From an optimization exercise on the open Yosys and OpenROAD flow, aimed at small area, a short achievable clock period and few clock cycles; shortcuts taken in it are not production practice. RTL that was checked went through simulation tests only; none was proved equivalent to the original.

==> branch indigo: inputs <==
==> flow/design.v <==
module SequentialMultiplier(clock, reset, multiplicand, multiplier, product, ready, start);
    parameter N = 32;
    localparam K = 8;
    localparam C = N / K;
    input clock;
    input reset;
    input [N-1:0] multiplicand, multiplier;
    output [2*N-1:0] product;
    output ready;
    input start;
    logic busy;
    logic [$clog2(C)-1:0] count;
    logic [N-1:0] m_register;
    logic [2*N-1:0] ph_pl_register;
    wire go = start & ~busy;
    assign ready = ~busy;
    assign product = ph_pl_register;
    wire [N-1:0]   op_a = busy ? m_register : multiplicand;
    wire [K-1:0]   op_b = busy ? ph_pl_register[K-1:0] : multiplier[K-1:0];
    wire [N-1:0]   acc  = busy ? ph_pl_register[2*N-1:N] : '0;
    wire [N-K-1:0] low  = busy ? ph_pl_register[N-1:K] : multiplier[N-1:K];
    wire [N+K-1:0] sum  = acc + op_a * op_b;
    always_ff @(posedge clock) begin
        if (go)
            m_register <= multiplicand;
        if (go | busy)
            ph_pl_register <= {sum, low};
    end
    always_ff @(posedge clock or posedge reset) begin
        if (reset) begin
            busy <= 1'b0;
            count <= '0;
        end else if (go) begin
            busy <= 1'b1;
            count <= '0;
        end else if (busy) begin
            count <= count + 1'b1;
            if (count == C - 2)
                busy <= 1'b0;
        end
    end
endmodule
==> flow/run.sh <==
#!/bin/bash
# synth_recipe.tcl (not shown) runs the flow's synth.tcl, then flattens the netlist and writes it again
# the make line also repeats each setting of config.mk as NAME=value (left out here)
make -C /OpenROAD-flow-scripts/flow DESIGN_CONFIG=/design/flow/config.mk WORK_HOME=/design/flow/orfs CLKGATE_MAP_FILE= SYNTH_SCRIPT=/design/flow/synth_recipe.tcl finish
==> flow/config.mk <==
export PLATFORM = sky130hd
export DESIGN_NAME = SequentialMultiplier
export DESIGN_NICKNAME = SequentialMultiplier
export VERILOG_FILES = /design/flow/design.v
export SDC_FILE = /design/flow/constraint.sdc
export NUM_CORES = 4
export LEC_CHECK = 0
export CAP_MARGIN = 20
export CORE_MARGIN = 2
export CORE_UTILIZATION = 40
export SLEW_MARGIN = 20
==> flow/constraint.sdc <==
create_clock -name core_clock -period 4.0 [get_ports {clock}]
set_input_delay 0.8000 -clock core_clock [delete_from_list [all_inputs] [get_ports {clock}]]
set_output_delay 0.8000 -clock core_clock [all_outputs]
set_load 0.01 [all_outputs]
==> inputs of branch zinc, as changes to branch indigo <==
==> flow/design.v, changed modules only <==
module SequentialMultiplier(clock, reset, multiplicand, multiplier, product, ready, start);
    parameter N = 32;
    input clock;
    input reset;
    input [N-1:0] multiplicand, multiplier;
    output [2*N-1:0] product;
    output ready;
    input start;
    logic add_enable, load, shift, lsb, done, increment, counter_reset;
    DataPath #(N) datapath (clock, reset, start, add_enable, load, shift, increment, counter_reset, multiplicand, multiplier, product, lsb, done);
    FSM #(N) fsm (clock, reset, start, lsb, done, ready, add_enable, load, shift, increment, counter_reset);
endmodule
module DataPath (clock, reset, start, add_enable, load, shift, increment, counter_reset, multiplicand, multiplier, product, lsb, done);
    parameter N = 4;
    input logic clock;
    input logic reset;
    input logic start;
    input logic add_enable;
    input logic load;
    input logic shift;
    input logic increment;
    input logic counter_reset;
    input logic [N-1:0] multiplicand;
    input logic [N-1:0] multiplier;
    output logic [2*N-1:0] product;
    output logic lsb;
    output logic done;
    logic [N-1:0] m_register;
    logic [2*N-1:0] ph_pl_register;
    logic [$clog2(N)-1:0] counter_reg;
    logic adder_carry;
    logic [N-1:0] sum;
    assign done = (counter_reg == N-1);
    assign lsb = ph_pl_register[0];
    assign product = ph_pl_register;
    always_comb begin
        {adder_carry, sum} = add_enable ? (m_register + ph_pl_register[2*N-1:N]) : {1'b0, ph_pl_register[2*N-1:N]};
    end
    always_ff @(posedge clock or posedge reset) begin
        if (reset) begin
            m_register <= '0;
            ph_pl_register <= '0;
        end
        else if (load) begin
            m_register <= multiplicand;
            ph_pl_register <= {{N{1'b0}}, multiplier};
        end
        else if (shift) begin
            ph_pl_register <= {adder_carry, sum, ph_pl_register[N-1:0]} >> 1;
        end
    end
    always_ff @(posedge clock or posedge reset) begin
        if (reset)
            counter_reg <= '0;
        else if (increment)
            counter_reg <= counter_reg + 1'b1;
        else if (counter_reset)
            counter_reg <= '0;
    end
endmodule
module FSM(clock, reset, start, lsb, done, ready, add_enable, load, shift, increment, counter_reset);
    parameter N = 4;
    input logic clock;
    input logic reset;
    input logic start;
    input logic lsb;
    input logic done;
    output logic ready;
    output logic add_enable;
    output logic load;
    output logic shift;
    output logic increment;
    output logic counter_reset;
    typedef enum logic [1:0] {
        INIT = 2'b01,  
        EVAL = 2'b10   
    } state_t;
    state_t current_state, next_state;
    always_ff @(posedge clock or posedge reset) begin
        if (reset)
            current_state <= INIT;
        else
            current_state <= next_state;
    end
    always_comb begin
        next_state = current_state;  
        case (current_state)
            INIT: if (start) next_state = EVAL;
            EVAL: if (done) next_state = INIT;
        endcase
    end
    always_comb begin
        {ready, add_enable, load, shift, increment, counter_reset} = '0;
        case (current_state)
            INIT: { ready, load, counter_reset } = { ~reset, start, start };
            EVAL: { add_enable, shift, increment } = { lsb, '1, '1 };
        endcase
    end
endmodule
==> comparison <==
Branch indigo produced a layout that fails on negative setup slack. Branch zinc passed the timing, design-rule and antenna checks.
Against branch indigo, the core utilization of branch zinc is lower by 8.0 points.
Die area: branch zinc is lower than branch indigo (50%).
In branch zinc the sequential share of layout area is higher than in branch indigo, by 17 points.
Against branch indigo, the wire length of branch zinc is lower by 55%.
In branch zinc the worst setup slack is better than in branch indigo, by 2.8 ns.
In branch indigo the fmax is smaller than in branch zinc, by 48%.
Against branch indigo, the synthesized cell count of branch zinc is lower by about 45%.
Of branch zinc and branch indigo, branch indigo has the higher critical path depth (gap 10).
==> figures <==
metric	branch indigo	branch zinc
Result of the run	finished with violations	finished clean
Reasons for failing layout checks	negative setup slack	-
Final Instance Area	0.0185 mm2	0.00782 mm2
Delay contributed by the slowest stage of the critical path	0.54 ns	0.42 ns
Number of clock buffers in the layout	9	11
Antenna Cells	1	0
Vias after detailed routing	10300	5447
Post-synth top area cell	sky130_fd_sc_hd__fa_1	sky130_fd_sc_hd__dfrtp_1
Syn. warnings	1	2
Max stage delay cell, worst path	sky130_fd_sc_hd__clkdlybuf4s50_1	sky130_fd_sc_hd__fa_1
Number of detailed-route iterations in the first pass	5	4
Count of state elements after synthesis	99	103
Number of buffers inserted to repair setup after CTS	38	0
Mux contribution to synthesized area	0.0638	0.0232
Synth Area per Inst	9.89 um2	8.81 um2
NumNets Final	2020	905
First-pass GRT wire length	59.4 mm	27.3 mm
Setup-failing EPs final	36	0
Final critical-path required period	5.78 ns	3.00 ns
Testbench counts of branch zinc, summed over its fixed seeds: cycles 158,408.
For branch indigo, only the layout was checked, not whether the RTL still works.

[port drivers added, routing unchanged]
In the flow no input, the clock included, has a driving cell. The finished layouts below were timed again as built, in two steps.
Step 1 (the two cells are an assumption about what drives the block):
set clk [get_ports {clock}]
set_driving_cell -lib_cell sky130_fd_sc_hd__clkbuf_16 $clk
set_driving_cell -lib_cell sky130_fd_sc_hd__buf_2 [delete_from_list [all_inputs] $clk]
Step 2, shift: input delay + t, output delay - t, t = (earliest + latest rising clock arrival at the registers) / 2. This alone moves slack from input paths to output paths.
Three values: ideal ports, drivers, drivers and shift; two values: the first two.
| run | t, ns | setup slack, ns | worst setup path at the end |
|---|---|---|---|
| branch indigo | 0.427 | -1.775 / -1.794 / -2.222 | input to register |
| branch zinc | 0.394 | 1.003 / 1.003 / 1.003 | register to register |
For branch indigo, which loses most, drivers alone change the setup slack by -0.019 ns; drivers and shift together by -0.447 ns.
